What follows belongs to an exercise in optimizing a design on an open flow for small area; a production flow would make more cautious choices.
The RTL was checked by simulation tests, not by an equivalence proof against the original design.
No run shown here takes its clock network from TritonCTS; it comes from the design's own scripts or RTL.
The clock port is modelled as an ideal driver, which makes a skipped or thinned clock tree look cheaper than it is; a real chip needs a root buffer or a tree.
Power figures rest on the tool's default switching activity, not on a simulated workload.

## design/flow/flow/run.sh

```bash
#!/bin/bash
# Standard layout, with these changes:
#  - synthesis maps the logic with area-oriented ABC scripts (the smallest
#    result is kept), no full/half-adder extraction and no Kogge-Stone carry
#    lookahead; registers are mapped exactly as in the standard synthesis;
#  - the port buffers are the smallest buffer cell;
#  - the clock tree is one level of four clkbuf_4 buffers driven by the
#    clock port (cts_hook.tcl), in place of TritonCTS's two-level tree.
set -o pipefail
here=$(pwd)
export AREA_ABC_SCRIPTS="$(ls $here/flow/abc*.script | tr "\n" " ")"
export CLOCK_BUF_CELL=sky130_fd_sc_hd__clkbuf_4
export CLOCK_GROUPS=4
bash standard.sh \
  "PRE_CTS_TCL=$here/flow/cts_hook.tcl" \
  "SYNTH_SCRIPT=$here/flow/synth.tcl" \
  "ADDER_MAP_FILE=" \
  "SYNTH_OPERATIONS_ARGS=-noshare" \
  "BUFFER_PORTS_ARGS=-buffer_cell sky130_fd_sc_hd__buf_1" \
  finish > standard.log 2>&1
```

## design/flow/flow/abc01.script

```
strash
&get -n
&deepsyn -J 1000 -S 1
&put
dch -f
amap
```

## design/flow/flow/abc02.script

```
strash
&get -n
&deepsyn -I 20 -J 50 -S 1
&put
dch -f
amap
```

## design/flow/flow/abc03.script

```
strash
&get -n
&deepsyn -J 1000 -S 2
&put
dch -f
amap
```

## design/flow/flow/abc04.script

```
strash
&get -n
&deepsyn -J 300 -S 3
&put
dch -f
amap
```

## design/flow/flow/abc05.script

```
strash
&get -n
&deepsyn -J 300 -S 1
&put
dch -f
amap
```

## design/flow/flow/abc06.script

```
strash
&get -n
&deepsyn -J 1000 -S 3
&put
dch -f
amap
```

## design/flow/flow/abc07.script

```
strash
&get -n
&deepsyn -J 500 -S 4
&put
dch -f
amap
```

## design/flow/flow/abc08.script

```
strash
&get -n
&deepsyn -I 10 -J 100 -S 2
&put
dch -f
amap
```

## design/flow/flow/abc09.script

```
strash
&get -n
&deepsyn -J 1000 -S 5
&put
dch -f
amap
```

## design/flow/flow/abc10.script

```
strash
&get -n
&deepsyn -J 1000 -S 6
&put
dch -f
amap
```

## design/flow/flow/abc11.script

```
strash
&get -n
&deepsyn -J 500 -S 7
&put
dch -f
amap
```

## design/flow/flow/abc12.script

```
strash
&get -n
&deepsyn -J 500 -S 8
&put
dch -f
amap
```

## design/flow/flow/abc13.script

```
strash
&get -n
&deepsyn -I 10 -J 100 -S 3
&put
dch -f
amap
```

## design/flow/flow/abc14.script

```
strash
&get -n
&deepsyn -I 20 -J 50 -S 4
&put
dch -f
amap
```

## design/flow/flow/abc15.script

```
strash
&get -n
&deepsyn -J 2000 -S 9
&put
dch -f
amap
```

## design/flow/flow/abc16.script

```
strash
&get -n
&deepsyn -J 300 -S 10
&put
dch -f
amap
```

## design/flow/flow/cts_hook.tcl

```tcl
# Sourced before clock tree synthesis (PRE_CTS_TCL). Replaces TritonCTS with a
# one-level clock tree: the register clock pins are split by position into
# CLOCK_GROUPS groups and each group gets one CLOCK_BUF_CELL buffer, placed at
# its centre and driven by the clock port (so the port drives CLOCK_GROUPS
# pins). Every register sees the same kind of path: port -> buffer -> CLK.
rename clock_tree_synthesis tritoncts_clock_tree_synthesis
proc clock_tree_synthesis { args } {
  set cell $::env(CLOCK_BUF_CELL)
  set ngroups $::env(CLOCK_GROUPS)
  set block [ord::get_db_block]
  set net [$block findNet clk]
  set pins {}
  foreach it [$net getITerms] {
    set inst [$it getInst]
    set box [$inst getBBox]
    lappend pins [list [expr { ([$box xMin] + [$box xMax]) / 2 }] \
                       [expr { ([$box yMin] + [$box yMax]) / 2 }] \
                       [$inst getName]/[[$it getMTerm] getName]]
  }
  set xs [lmap p $pins { lindex $p 0 }]
  set ys [lmap p $pins { lindex $p 1 }]
  set w [expr { [tcl::mathfunc::max {*}$xs] - [tcl::mathfunc::min {*}$xs] }]
  set h [expr { [tcl::mathfunc::max {*}$ys] - [tcl::mathfunc::min {*}$ys] }]
  set key [expr { $w >= $h ? 0 : 1 }]
  set pins [lsort -integer -index $key $pins]
  set n [llength $pins]
  set dbu [$block getDbUnitsPerMicron]
  set leaves {}
  for { set g 0 } { $g < $ngroups } { incr g } {
    set grp [lrange $pins [expr { $g * $n / $ngroups }] [expr { ($g + 1) * $n / $ngroups - 1 }]]
    set sx 0
    set sy 0
    foreach p $grp {
      set sx [expr { $sx + [lindex $p 0] }]
      set sy [expr { $sy + [lindex $p 1] }]
    }
    set cx [expr { double($sx) / [llength $grp] / $dbu }]
    set cy [expr { double($sy) / [llength $grp] / $dbu }]
    set loads [lmap p $grp { get_pins [lindex $p 2] }]
    insert_buffer -buffer_cell $cell -net clk -load_pins $loads \
      -location [list $cx $cy] -buffer_name clkbuf_leaf_$g -net_name clk_leaf_$g
    # insert_buffer may add a suffix to the names; find the new net from a load
    set first [lindex $grp 0 2]
    set slash [string last / $first]
    set load_inst [$block findInst [string range $first 0 [expr { $slash - 1 }]]]
    set leaf [[$load_inst findITerm [string range $first [expr { $slash + 1 }] end]] getNet]
    $leaf setSigType CLOCK
    lappend leaves $leaf
  }
  $net setSigType CLOCK
  # connect the new buffers' power and ground pins to the supply nets
  # and keep the later repair steps from changing the tree
  set vdd [$block findNet VDD]
  set vss [$block findNet VSS]
  foreach leaf $leaves {
    foreach it [$leaf getITerms] {
      if { ![$it isOutputSignal] } { continue }
      set inst [$it getInst]
      foreach pin [$inst getITerms] {
        set type [[$pin getMTerm] getSigType]
        if { $type eq "POWER" } { $pin connect $vdd }
        if { $type eq "GROUND" } { $pin connect $vss }
      }
      $inst setDoNotTouch 1
    }
    $leaf setDoNotTouch 1
  }
  puts "Clock tree: $ngroups $cell buffers driven by the clock port"
}
```

## design/flow/flow/synth.tcl

```tcl
# The standard flow's synthesis script (synth_recipe.tcl), except for the ABC step: the
# logic is mapped with each of the area-oriented ABC scripts listed in
# AREA_ABC_SCRIPTS (all deterministic), run side by side in separate Yosys
# processes on a copy of the design, and the smallest result is kept.
# Registers are mapped before ABC runs, exactly as in the standard synthesis.
proc synth {args} { yosys synth -nofsm -noshare {*}$args }
proc abc {args} {
  set i [lsearch -exact $args -script]
  set lib [lindex $args [expr { [lsearch -exact $args -liberty] + 1 }]]
  set top $::env(DESIGN_NAME)
  set dir $::env(OBJECTS_DIR)/abc_tries
  file mkdir $dir
  yosys write_rtlil $dir/pre.il
  set k 0
  foreach script $::env(AREA_ABC_SCRIPTS) {
    set a $args
    lset a [expr { $i + 1 }] $script
    set f [open $dir/try_$k.ys w]
    puts $f "read_rtlil $dir/pre.il"
    puts $f "abc [join $a]"
    puts $f "tee -q -o $dir/area_$k.txt stat -liberty $lib"
    puts $f "select $top"
    puts $f "write_rtlil -selected $dir/res_$k.il"
    close $f
    incr k
  }
  set yosys_exe yosys
  if { [info exists ::env(YOSYS_EXE)] } { set yosys_exe $::env(YOSYS_EXE) }
  exec bash -c "for t in $dir/try_*.ys; do $yosys_exe -q -s \$t > \$t.log 2>&1 & done; wait"
  set best -1
  set best_area 0
  for { set j 0 } { $j < $k } { incr j } {
    if { ![file exists $dir/res_$j.il] } { puts "ABC try $j failed"; continue }
    set f [open $dir/area_$j.txt r]
    set st [read $f]
    close $f
    if { ![regexp {Chip area for module[^:]*:\s*([0-9.]+)} $st -> area] } { continue }
    puts "ABC try $j ([lindex $::env(AREA_ABC_SCRIPTS) $j]): area $area"
    if { $best < 0 || $area < $best_area } {
      set best $j
      set best_area $area
    }
  }
  if { $best < 0 } { error "no ABC try succeeded" }
  puts "Keeping ABC try $best (area $best_area)"
  yosys delete $top
  yosys read_rtlil $dir/res_$best.il
  yosys hierarchy -top $top
}
source $::env(SCRIPTS_DIR)/synth.tcl
# left out here: clear keep_hierarchy, flatten, clean up, hide names made inside functions, write 1_2_yosys.v
```

## design/flow/standard.sh

```bash
#!/bin/bash
# synth_recipe.tcl (not shown) runs the flow's synth.tcl, then flattens the netlist and writes it again
# the make line also repeats each setting of config.mk as NAME=value (left out here)
make -C /OpenROAD-flow-scripts/flow DESIGN_CONFIG=/design/flow/config.mk WORK_HOME=/design/flow/orfs CLKGATE_MAP_FILE= SYNTH_SCRIPT=/design/flow/synth_recipe.tcl "${@:-finish}"
```

## design/flow/config.mk

```make
export PLATFORM = sky130hd
export DESIGN_NAME = game_logic_top
export DESIGN_NICKNAME = game_logic_top
export VERILOG_FILES = /design/flow/design.v
export SDC_FILE = /design/flow/constraint.sdc
export NUM_CORES = 4
export LEC_CHECK = 0
export ABC_AREA = 1
export CAP_MARGIN = 20
export CORE_AREA = 2 2 60 60
export DIE_AREA = 0 0 62 62
export SLEW_MARGIN = 20
```

## design/flow/constraint.sdc

```tcl
create_clock -name core_clock -period 10.0 [get_ports {clk}]
set_input_delay 2.0000 -clock core_clock [delete_from_list [all_inputs] [get_ports {clk}]]
set_output_delay 2.0000 -clock core_clock [all_outputs]
set_load 0.01 [all_outputs]
```

## design/flow/design.v

```verilog
module game_logic_top(
    input clk,
    input resetn,
    input KEY,
    output sync,
    output w_o,
    output bypass_erase,
    output [7:0] prev_x,
    output [7:0] x,
    output [6:0] y,
    output [3:0] score,
    output [3:0] chances,
    output [1:0] game_status
    );
    localparam PREP  = 3'd0,
               ROW   = 3'd1,
               ROWX  = 3'd3,
               HOLD  = 3'd5,
               JUDGE = 3'd4,
               FAIL  = 3'd2,
               SUCC  = 3'd6,
               DONE  = 3'd7;
    localparam [7:0] FR_START = 8'd9,
                     FR_END   = 8'd10;
    reg [2:0] st;
    reg [7:0] xr;
    reg       dir;
    reg       ov;
    reg [7:0] frq;                          
    wire [7:0] fr = frq ^ 8'b10101010;
    reg [7:0] px;
    reg [3:0] ch;
    reg [3:0] sc;
    wire first   = ch[3] & ch[1];           
    wire tick    = (fr == FR_END);
    wire s_prep  = (st == PREP);
    wire s_fail  = (st == FAIL);
    wire s_succ  = (st == SUCC);
    wire moving  = (st == ROW) | (st == ROWX) | (st == HOLD);
    wire ld_odd  = sc[0] & ~sc[3] & ~(sc[2] & sc[1]);
    wire [3:0] yr = s_prep ? sc - 4'd1 : sc;
    wire [2:0] yk = (yr > 4'd6) ? 3'd6 : 3'd6 - yr[2:0];
    wire at1     = (xr == 8'd1);
    wire at143   = xr[7] & xr[3] & xr[2] & xr[1] & xr[0];
    wire [8:0] cc;
    wire [7:0] zz;
    wire [7:0] pn = ~px;
    assign cc[0] = 1'b1;
    genvar gi;
    generate
        for (gi = 0; gi < 8; gi = gi + 1) begin : gsub
            assign zz[gi]     = xr[gi] ^ pn[gi] ^ cc[gi];
            assign cc[gi + 1] = (xr[gi] & pn[gi]) | ((xr[gi] ^ pn[gi]) & cc[gi]);
        end
    endgenerate
    wire near = (cc[8] & ~|zz[7:4] & (zz[3:0] <= 4'd10)) |
                (~cc[8] & &zz[7:4] & (zz[3:0] >= 4'd6));
    always @(posedge clk) begin
        if (!resetn) begin
            st  <= PREP;
            xr  <= 8'd0;
            ov  <= 1'b0;
            frq <= FR_START ^ 8'b10101010;
            px  <= 8'd0;
            ch  <= 4'd10;
            sc  <= 4'd0;
        end else begin
            ov <= near;
            frq <= ((s_prep | tick) ? FR_START : {fr[6:0], fr[7] ^ fr[2]}) ^ 8'b10101010;
            case (st)
                PREP:  st <= ROW;
                ROW:   st <= (ch == 4'd0) ? DONE : (KEY ? ROW : HOLD);
                ROWX:  st <= KEY ? ROW : HOLD;
                HOLD:  st <= KEY ? (first ? SUCC : JUDGE) : HOLD;
                JUDGE: st <= ov ? SUCC : FAIL;
                FAIL:  st <= (ch == 4'd1) ? ROWX : ROW;
                SUCC:  st <= PREP;
                default: st <= DONE;
            endcase
            if ((s_prep | s_fail) & ~tick) begin
                xr  <= {ld_odd, 2'b00, ld_odd, 4'b0000};
                dir <= ~ld_odd;
            end else if (moving & tick) begin
                xr  <= dir ? xr + 8'd1 : xr - 8'd1;
                dir <= dir ? ~at143 : at1;
            end
            if (s_succ) begin
                px <= xr;
                sc <= sc + 4'd1;
            end
            if ((s_succ | s_fail) & (ch != 4'd0))
                ch <= ch - 4'd1;
        end
    end
    assign sync         = tick;
    assign w_o          = ov;
    assign bypass_erase = s_succ;
    assign prev_x       = px;
    assign x            = xr;
    assign y            = {yk, 4'b1000};
    assign score        = sc;
    assign chances      = ch;
    assign game_status  = ((st == JUDGE) | (st == DONE)) ? 2'b10 : 2'b01;
endmodule
```

==> summary.md, run 1 <==
| Metric | Value |
|---|---|
| Status | complete, no violations |
| Reg-to-reg endpoint | xr[7] |
| Pin count of the biggest net entering global routing | 11 |
| Later-pin clock latency in the skew report | 0.16 ns |
| Number of synthesized register bits | 37 |
| Final ANT Viol Nets | 0 |
| Tot Pwr | 237 uW |
| Worst Hold Class | flop to flop |
| Most frequent cell after synthesis | nor2_1 |
| Clock period minus worst slack | 3.78 ns |
| Tightest Pin Transition | 0.779 ns |
| DP HPWL | 2.79 mm |
| Final Max Slew Viols | 0 |
| Crit path launch type | flop |
| Critical Path RT | 8.00 ns |
| Layout area overhead | 11.4% |
| Final Cell Area | 1890 um2 |
| # hold bufs at CTS | 0 |
| Met2 GRT Util | 0.368 |
| Pwr dens | 125 nW/um2 |
| Unrepaired setup endpoints after global routing | false |
| Synth cell types | 31 |
| DR WL/cell | 11.7 um |
| Vias per cell | 5.30 |
| Peak VDD IR | 0.111 mV |
| Ys async rst share | 0 |
| Setup CP Type | flop to output pin |
| Flop-to-flop setup slack | 7.27 ns |
| Resize count post-CTS | 0 |
| Synth area leaders | dfxtp_1, nor2_1, clkinv_1 |
| Sequential area share after synthesis | 0.443 |
| Commonest cells post-synth | nor2_1, dfxtp_1, clkinv_1 |
| Mapped cell area | 1700 um2 |
| First-pass GRT wire length | 5.93 mm |
| Share of post-route cells with drive strength above 1 | 0.0152 |
| Pleak | 0.000649 uW |
| Synth Area per Inst | 7.47 um2 |
| Setup slack after placement | 6.40 ns |
| Fin nets | 268 |
| Die H | 62 um |
| FF-to-FF Start | frq[0] |
| Met1 Use GR | 0.254 |
| Gr ovfl total | 0 |
| CP startpoint | frq[0] |
| Maximum fanout along the worst path | 4 |
| Final setup viols | 0 |
| Crit path to | sync |
| Ports | 39 |
| Initial antenna violation count | 0 |
| Setup ws final | 6.22 ns |
| Initial Util | 0.516 |
| Vias in the first global route | 1393 |
| Vias | 1638 |
| First drt pass iteration count | 4 |
| GRT Max-Usage Layer | met2 |
| Antenna diode count | 0 |
| Die Span X | 62 um |
| Met3 usage | 0.0145 |
| Clock transition at the registers of the reported paths | 0.10 ns |
| Placement Cell Area | 1860 um2 |
| Worst Reg-to-Reg Cells | 8 |
| Final-report hold violation count | 0 |
| Synth Instances | 227 |
| Iteration-0 DRC Markers | 109 |
| FP Rows | 21 |
| Tcrit/Tclk final | 0.378 |
| Yosys top cell area share | 0.425 |
| DRC viols | 0 |
| Total GRT Usage | 0.196 |
| Most area-hungry cell type in the Yosys netlist | dfxtp_1 |
| CP arrival | 1.78 ns |
| Critical Path End Type | output pin |
| Max-cap viol count | 0 |
| Port Buffer Count | 34 |
| Area of the core | 3280 um2 |
| Max Fclk | 264 MHz |
| Max_slew headroom | 0.477 |
| Routability Congestion | 0.754 |
| Synthesis Warnings | 1 |
| WL final | 3.62 mm |
| Die area | 3840 um2 |
| Fin Clk Skew | 0.0181 ns |
| Ys flop type | dfxtp_1 |
| EDFF count, synth | 1 |
| Sum of negative setup slack | 0 ns |
| Postcts setup bufs | 0 |
[logic make-up after synthesis]
group | count (synthesis) | synth area share
buffers and inverters | 36 | 0.0886
other | 2 | 0.00443
AOI/OAI and AO/OA | 70 | 0.258
and+or+nand+nor | 82 | 0.207
DFF | 37 | 0.443
[registers in the layout, indices dropped and copies added, names as in the netlist]
name and count:
ch 4, dir 1, frq 8, ov 1
px 8, sc 4, st 3, xr 8
[cell type report, without the clock buffers]
cell class              instances  area (um2)
fillers                       340        1400
inverters                      32         120
multi-input cells             156         802
flip-flops and latches         37         751
well taps                      46        57.6
repair buffers                 34         128
[report_power, final]
| part | internal, uW | switching (uW) | leakage (uW) | total (uW) |
|---|---|---|---|---|
| registers | 154 | 4.46 | 0.000299 | 158 |
| clock network | 19.2 | 35.7 | 0.0000184 | 54.8 |
| logic | 7.74 | 15.8 | 0.000332 | 23.6 |
| total | 181 | 56.0 | 0.000649 | 237 |
[layer usage]
| layer | vias to the layer above | wire [um] |
|---|---|---|
| li1 | 863 | - |
| met5 | - | 0 |
| met2 | 26 | 1780 |
| met4 | 0 | 16 |
| met1 | 747 | 1720 |
| met3 | 2 | 105 |
[cells in the final DEF, fill, tap and decap left out, types with 4 or more instances in the layout]
cell type,Yosys,final
nor2_1,47,47
buf_1,0,34
a21oi_1,16,16
clkbuf_4,0,4
clkinv_1,32,32
a211oi_1,5,5
dfxtp_1,36,36
o21ai_0,16,15
nand2_1,15,15
o22ai_1,14,14
conb_1,2,4
nor3_1,6,6
[critical path: stages (launching register included)]
cell,delay (ns)
dfxtp_1,0.31
or4_1,0.50
nor4b_1,0.61
buf_1,0.21
[stage by stage]
step / hold WS, ns / instances / util
2_1_floorplan: 0.364 / 229 / -
3_3_place_gp: 0.372 / 305 / 0.566
3_5_place_dp: 0.372 / 305 / 0.566
4_1_cts: 0.372 / 309 / 0.575
5_1_grt: 0.413 / 309 / 0.575
6_report: 0.377 / 309 / 0.575
[how the worst min path moves through the flow]
stage	cells past startpoint	start	end
5_1_grt	1	frq[6]	frq[7]
2_1_floorplan	1	frq[6]	frq[7]
3_3_place_gp	1	frq[6]	frq[7]
6_report	1	frq[6]	frq[7]
4_1_cts	1	frq[6]	frq[7]
3_5_place_dp	1	frq[6]	frq[7]
==> inputs of run 2 (changes only) <==
--- a/design/flow/design.v
+++ b/design/flow/design.v
@@ -20,19 +20,20 @@
                FAIL  = 3'd2,
                SUCC  = 3'd6,
                DONE  = 3'd7;
-    localparam [7:0] FR_START = 8'd9,
-                     FR_END   = 8'd10;
+    localparam [7:0] FR_START = 8'd71,
+                     FR_END   = 8'd126,
+                     FR_MASK  = 8'b10111011;    
     reg [2:0] st;
     reg [7:0] xr;
     reg       dir;
     reg       ov;
     reg [7:0] frq;                          
-    wire [7:0] fr = frq ^ 8'b10101010;
+    wire [7:0] fr = frq ^ 8'b01010101;
     reg [7:0] px;
     reg [3:0] ch;
     reg [3:0] sc;
     wire first   = ch[3] & ch[1];           
-    wire tick    = (fr == FR_END);
+    wire tick    = ((fr & FR_MASK) == (FR_END & FR_MASK));
     wire s_prep  = (st == PREP);
     wire s_fail  = (st == FAIL);
     wire s_succ  = (st == SUCC);
@@ -60,13 +61,13 @@
             st  <= PREP;
             xr  <= 8'd0;
             ov  <= 1'b0;
-            frq <= FR_START ^ 8'b10101010;
+            frq <= FR_START ^ 8'b01010101;
             px  <= 8'd0;
             ch  <= 4'd10;
             sc  <= 4'd0;
         end else begin
             ov <= near;
-            frq <= ((s_prep | tick) ? FR_START : {fr[6:0], fr[7] ^ fr[2]}) ^ 8'b10101010;
+            frq <= ((s_prep | tick) ? FR_START : {fr[6:0], fr[7] ^ fr[2]}) ^ 8'b01010101;
             case (st)
                 PREP:  st <= ROW;
                 ROW:   st <= (ch == 4'd0) ? DONE : (KEY ? ROW : HOLD);
==> design/flow/flow/abc17.script (new file) <==
strash
&get -n
&deepsyn -J 1000 -S 11
&put
dch -f
amap
==> design/flow/flow/abc18.script (new file) <==
strash
&get -n
&deepsyn -J 500 -S 12
&put
dch -f
amap
==> design/flow/flow/abc19.script (new file) <==
strash
&get -n
&deepsyn -I 20 -J 50 -S 13
&put
dch -f
amap
==> design/flow/flow/abc20.script (new file) <==
strash
&get -n
&deepsyn -J 300 -S 14
&put
dch -f
amap
==> design/flow/flow/abc21.script (new file) <==
strash
&get -n
&deepsyn -J 1000 -S 15
&put
dch -f
amap
==> design/flow/flow/abc22.script (new file) <==
strash
&get -n
&deepsyn -I 10 -J 100 -S 16
&put
dch -f
amap
==> design/flow/flow/abc23.script (new file) <==
strash
&get -n
&deepsyn -J 2000 -S 17
&put
dch -f
amap
==> design/flow/flow/abc24.script (new file) <==
strash
&get -n
&deepsyn -J 500 -S 18
&put
dch -f
amap
==> summary.md, run 2 <==
| Metric | Value |
|---|---|
| Clock period minus worst slack | 3.62 ns |
| DR WL/cell | 12.3 um |
| Most common cell after layout, fill and taps aside | nor2_1 |
| WL final | 3.73 mm |
| Synth Area per Inst | 7.61 um2 |
| Setup ws final | 6.38 ns |
| Worst Hold Class | flop to flop |
| Resize count post-CTS | 0 |
| Sequential area share after synthesis | 0.446 |
| Area of the multi-input gates | 790 um2 |
| Gr ovfl total | 0 |
| Layout area overhead | 11.4% |
| Area of the core | 3280 um2 |
| Initial Util | 0.512 |
| Tcrit/Tclk final | 0.362 |
| CP arrival | 1.62 ns |
| Commonest non-fill, non-tap cells in the layout | nor2_1, dfxtp_1, buf_1, clkinv_1, o21ai_0 |
| Final ANT Viol Nets | 0 |
| Pin count of the biggest net entering global routing | 12 |
| Crit path launch type | flop |
| DRC viols | 0 |
| First drt pass iteration count | 4 |
| DR WL met2 | 1.76 mm |
| Fillers | 346 |
| Most area-hungry cell type in the Yosys netlist | dfxtp_1 |
| Worst hold path endpoint | frq[4] |
| Hold Worst Slack | 0.394 ns |
| Final Cell Area | 1880 um2 |
| Antenna diode count | 0 |
| Met3 wire len | 164 um |
| Ys async rst share | 0 |
| Max-cap viol count | 0 |
| DRT met1 WL | 1.77 mm |
| Die area | 3840 um2 |
| Max Fclk | 276 MHz |
| CP startpoint | st[0] |
| Hold Path Stages | 1 |
| Vias | 1629 |
| Fin nets | 262 |
| Critical Path RT | 8.00 ns |
| Later-pin clock latency in the skew report | 0.17 ns |
| Number of synthesized register bits | 37 |
| Sum of negative setup slack | 0 ns |
| Synth Instances | 221 |
| Share of post-route cells with drive strength above 1 | 0.0156 |
| Pwr dens | 119 nW/um2 |
| Die H | 62 um |
| Maximum fanout along the worst path | 5 |
| Flop-to-flop setup slack | 7.58 ns |
| Top Layer Used | met4 |
| Fin Clk Skew | 0.0110 ns |
| Initial antenna violation count | 0 |
| Synth cell types | 30 |
| # hold bufs at CTS | 0 |
| Status | complete, no violations |
| Register area | 751 um2 |
| Reg-to-reg endpoint | xr[6] |
| Mapped cell area | 1680 um2 |
| Max_slew headroom | 0.506 |
| Final-report hold violation count | 0 |
| Yosys top cell area share | 0.428 |
| Most frequent cell after synthesis | nor2_1 |
| EDFF count, synth | 1 |
| Ports | 39 |
| Critical Path End Type | output pin |
| Port Buffer Count | 34 |
| Final Max Slew Viols | 0 |
| Ys flop type | dfxtp_1 |
| First-pass GRT wire length | 5.89 mm |
| Hold_sp | frq[3] |
| Clock transition at the registers of the reported paths | 0.11 ns |
| Vias per cell | 5.38 |
| Placement Cell Area | 1850 um2 |
| Unrepaired setup endpoints after global routing | false |
| Commonest cells post-synth | nor2_1, dfxtp_1, clkinv_1 |
| Final setup viols | 0 |
| Iteration-0 DRC Markers | 76 |
| Vias in the first global route | 1363 |
| Routability Congestion | 0.816 |
| Postcts setup bufs | 0 |
| Top flop regs | frq: 8 flops, px: 8 flops, xr: 8 flops |
| FP Rows | 21 |
| DP HPWL | 2.85 mm |
| Setup slack after placement | 6.37 ns |
| Pleak | 0.000613 uW |
| Synthesis Warnings | 1 |
| Setup CP Type | flop to output pin |
| Peak VDD IR | 0.0578 mV |
| FF-to-FF Start | st[0] |
| Total GRT Usage | 0.197 |
| Die Span X | 62 um |
| Worst Reg-to-Reg Cells | 14 |
| Synth area leaders | dfxtp_1, nor2_1, clkinv_1 |
| Tightest Pin Transition | 0.737 ns |
[run 2: changes by cell type in the layout (fill, tap and decap cells not counted), sizes merged, moves of 2 or more]
cell	change
nor2	-8
o31ai	-2
nor3	+5
a21oi	-5
a31oi	+2
nand2b	-3
or3	-3
o21ai	+2
nand4	+2
[run 2: logic make-up after synthesis]
family,after synthesis,synth area share
AND/OR/NAND/NOR,75,0.190
AO/OA/AOI/OAI,71,0.270
flip-flops,37,0.446
buffers and inverters,36,0.0892
other,2,0.00446
[run 2: where the power goes]
| part | switching [uW] | internal (uW) |
|---|---|---|
| combinational | 9.49 | 3.97 |
| sequential | 2.25 | 151 |
| clock | 37.4 | 19.2 |
| total | 49.2 | 174 |
[run 2: final cells by class, without the clock buffers]
cell class	count	share of cell area
inverter	32	0.0640
multi-input combinational	150	0.421
sequential	37	0.400
tap	46	0.0307
timing repair buffer	34	0.0680
[run 2: worst max path at each step]
stage	to	cells past startpoint
2_1_floorplan	y[4]	3
3_3_place_gp	frq[0]	5
3_5_place_dp	frq[0]	5
4_1_cts	frq[0]	5
5_1_grt	y[4]	4
6_report	y[4]	4
[run 2: worst max-delay path, stage by stage, from the launching register on]
cell and delay [ns]:
dfxtp_1 0.37, nor3_1 0.46, o21ai_0 0.16, a221oi_1 0.28
buf_1 0.18
[run 2: stage by stage]
step	cells	power, uW	util
global placement	299	170	0.562
CTS	303	212	0.571
finish	303	223	0.571
global route	303	234	0.571
floorplan	223	167	-
detailed placement	299	170	0.562
[run 2: routing by layer]
metal,up-vias,track usage
met1,734,0.276
met2,36,0.347
met3,2,0.0104
met5,-,0
li1,857,-
met4,0,0.0182
==> inputs of run 3 (changes only) <==
--- a/design/flow/design.v
+++ b/design/flow/design.v
@@ -13,12 +13,12 @@
     output [1:0] game_status
     );
     localparam PREP  = 3'd0,
-               ROW   = 3'd1,
-               ROWX  = 3'd3,
-               HOLD  = 3'd5,
-               JUDGE = 3'd4,
-               FAIL  = 3'd2,
-               SUCC  = 3'd6,
+               ROW   = 3'd3,
+               ROWX  = 3'd1,
+               HOLD  = 3'd2,
+               JUDGE = 3'd6,
+               FAIL  = 3'd5,
+               SUCC  = 3'd4,
                DONE  = 3'd7;
     localparam [7:0] FR_START = 8'd71,
                      FR_END   = 8'd126,
==> summary.md, run 3 <==
| Metric | Value |
|---|---|
| Status | complete, no violations |
| Most frequent cell after synthesis | nor2_1 |
| Most area-hungry cell type in the Yosys netlist | dfxtp_1 |
| Fin Clk Skew | 0.0109 ns |
| Synth Area per Inst | 7.54 um2 |
| Final ANT Viol Nets | 0 |
| Combinational power share | 0.101 |
| Tcrit/Tclk final | 0.362 |
| Mapped cell area | 1690 um2 |
| Final Max Slew Viols | 0 |
| Placement Cell Area | 1860 um2 |
| Switch share | 0.249 |
| Ports | 39 |
| Reg-to-reg endpoint | xr[4] |
| Port Buffer Count | 34 |
| Number of synthesized register bits | 37 |
| Clock transition at the registers of the reported paths | 0.11 ns |
| Postcts setup bufs | 0 |
| CP arrival | 1.62 ns |
| Final Cell Area | 1890 um2 |
| Share of post-route cells with drive strength above 1 | 0.0192 |
| Initial antenna violation count | 0 |
| Critical Path RT | 8.00 ns |
| Commonest cells post-synth | nor2_1, dfxtp_1, clkinv_1 |
| Final setup viols | 0 |
| DRC viols | 0 |
| FP Rows | 21 |
| Max-cap viol count | 0 |
| Unrepaired setup endpoints after global routing | false |
| Worst Reg-to-Reg Cells | 11 |
| Fin nets | 266 |
| Vias per cell | 5.26 |
| # hold bufs at CTS | 0 |
| Pleak | 0.000636 uW |
| Maximum fanout along the worst path | 6 |
| Vias | 1616 |
| Critical Path End Type | output pin |
| Tightest Pin Transition | 0.626 ns |
| Initial Util | 0.514 |
| WL final | 3.59 mm |
| First drt pass iteration count | 4 |
| EDFF count, synth | 1 |
| Max Fclk | 276 MHz |
| Synthesis Warnings | 1 |
| Layout area overhead | 11.9% |
| Ys flop type | dfxtp_1 |
| Pin count of the biggest net entering global routing | 11 |
| Sequential area share after synthesis | 0.444 |
| Hold Path Stages | 1 |
| Sum of negative setup slack | 0 ns |
| Crit path launch type | flop |
| Slowest stage cell, crit path | dfxtp_1 |
| Sw Pwr | 60.0 uW |
| Levels on crit path | 7 |
| Later-pin clock latency in the skew report | 0.17 ns |
| Hold_sp | frq[0] |
| Clk pwr share | 0.241 |
| Die area | 3840 um2 |
| Max_slew headroom | 0.578 |
| Synth area leaders | dfxtp_1, nor2_1, clkinv_1 |
| Pwr dens | 127 nW/um2 |
| Synth Instances | 224 |
| Peak VDD IR | 0.0739 mV |
| DR WL/cell | 11.7 um |
| Total GRT Usage | 0.186 |
| Critical path buffers and inverters | 3 |
| Routability Congestion | 0.775 |
| Vias in the first global route | 1278 |
| Top flop regs | frq: 8 flops, px: 8 flops, xr: 8 flops |
| CP max stage delay | 0.44 ns |
| DP HPWL | 2.77 mm |
| Iteration-0 DRC Markers | 132 |
| Yosys top cell area share | 0.427 |
| Clock period minus worst slack | 3.62 ns |
| Commonest non-fill, non-tap cells in the layout | nor2_1, dfxtp_1, clkinv_1, buf_1 |
| FF-to-FF Start | frq[5] |
| Final-report hold violation count | 0 |
| Flop-to-flop setup slack | 7.61 ns |
| Worst hold path endpoint | frq[1] |
| Resize count post-CTS | 0 |
| Crit-path cells | clkinv_1 > nand2_1 > clkinv_1 > nor2_1 > nand2_1 > a31oi_1 > buf_1 |
| Internal | 181 uW |
| Setup CP Type | flop to output pin |
| Antenna diode count | 0 |
| Ys async rst share | 0 |
| First-pass GRT wire length | 5.61 mm |
| Sequential power share | 0.657 |
| Worst Hold Class | flop to flop |
| Die H | 62 um |
| Synth cell types | 31 |
| Top delay family on crit path | buffers and inverters |
| Gr ovfl total | 0 |
| Most common cell after layout, fill and taps aside | nor2_1 |
| Area of the core | 3280 um2 |
| Die Span X | 62 um |
## run 3: changes by cell type after synthesis, moves of 3 or more
cell      delta
nor3_1       -5
nand2_1      +3
a21oi_1      -3
o32ai_1      +3
o22ai_1      -4
a22oi_1      -3
nor2_1       +8
clkinv_1     +3
## run 3: cell families after synthesis
family / share of synthesized area
and+or+nand+nor: 0.193
AOI/OAI and AO/OA: 0.262
DFF: 0.444
buffers and inverters: 0.0956
other: 0.00445
## run 3: power groups by stage
stage / Combinational, uW / Clock [uW] / Sequential [uW]
after floorplan: 18.2 / 0 / 161
after global placement: 24.4 / 0 / 162
after detailed placement: 24.5 / 0 / 162
after CTS: 24.6 / 41.5 / 162
after global routing: 27.8 / 66.8 / 159
final: 24.4 / 58.1 / 158
## run 3: routing by layer
metal / track usage / up-vias / wire length [um]
met2: 0.301 / 32 / 1610
met3: 0.0145 / 4 / 138
met1: 0.280 / 714 / 1810
met4: 0.0182 / 0 / 34
met5: 0 / - / 0
li1: - / 866 / -
## run 3: metrics by stage
| step | setup slack (ns) | hold WS (ns) | total power (uW) | utilization | instances |
|---|---|---|---|---|---|
| after floorplan | 6.82 | 0.358 | 179 | - | 226 |
| after global placement | 6.51 | 0.368 | 186 | 0.566 | 303 |
| after detailed placement | 6.47 | 0.370 | 186 | 0.566 | 303 |
| after CTS | 6.47 | 0.366 | 228 | 0.575 | 307 |
| after global routing | 6.20 | 0.412 | 254 | 0.575 | 307 |
| final | 6.38 | 0.377 | 241 | 0.575 | 307 |
## run 3: final cells by class, without the clock buffers
class / instances / area, um2
Tap cell: 46 / 57.6
Timing Repair Buffer: 35 / 135
Fill cell: 339 / 1400
Inverter: 35 / 131
Multi-Input combinational cell: 150 / 785
Sequential cell: 37 / 751
## run 3: how the worst max path moves through the flow
stage	startpoint	endpoint	slack, ns
3_5_place_dp	resetn	frq[0]	6.47
3_3_place_gp	resetn	frq[0]	6.51
5_1_grt	st[2]	y[6]	6.20
2_1_floorplan	st[2]	y[6]	6.82
4_1_cts	resetn	frq[0]	6.47
6_report	st[2]	y[6]	6.38

-- static timing again, ports no longer ideal --
No port has a modelled driver above. Below, the same layouts with a new extraction and two added sets of constraints.
Step 1 assumes that a clkbuf_16 drives the clock port and a buf_2 every other input.
Step 2, shift: input delay + t, output delay - t, t = (earliest + latest rising clock arrival at the registers) / 2. This alone moves slack from input paths to output paths.
Three values: no drivers, after step 1, after step 2; two values: the first two.
run	shift t [ns]	setup WS [ns]	worst hold slack (ns)
run 1	0.193	6.217 / 6.180 / 6.373	0.377 / 0.377 / 0.377
run 2	0.197	6.378 / 6.341 / 6.343	0.394 / 0.394 / 0.394
run 3	0.201	6.382 / 6.343 / 6.450	0.377 / 0.377 / 0.377
After both steps every run listed still meets setup and hold. The setup slack of run 2, which loses most, moves by -0.037 ns with the drivers and by -0.035 ns with both steps.
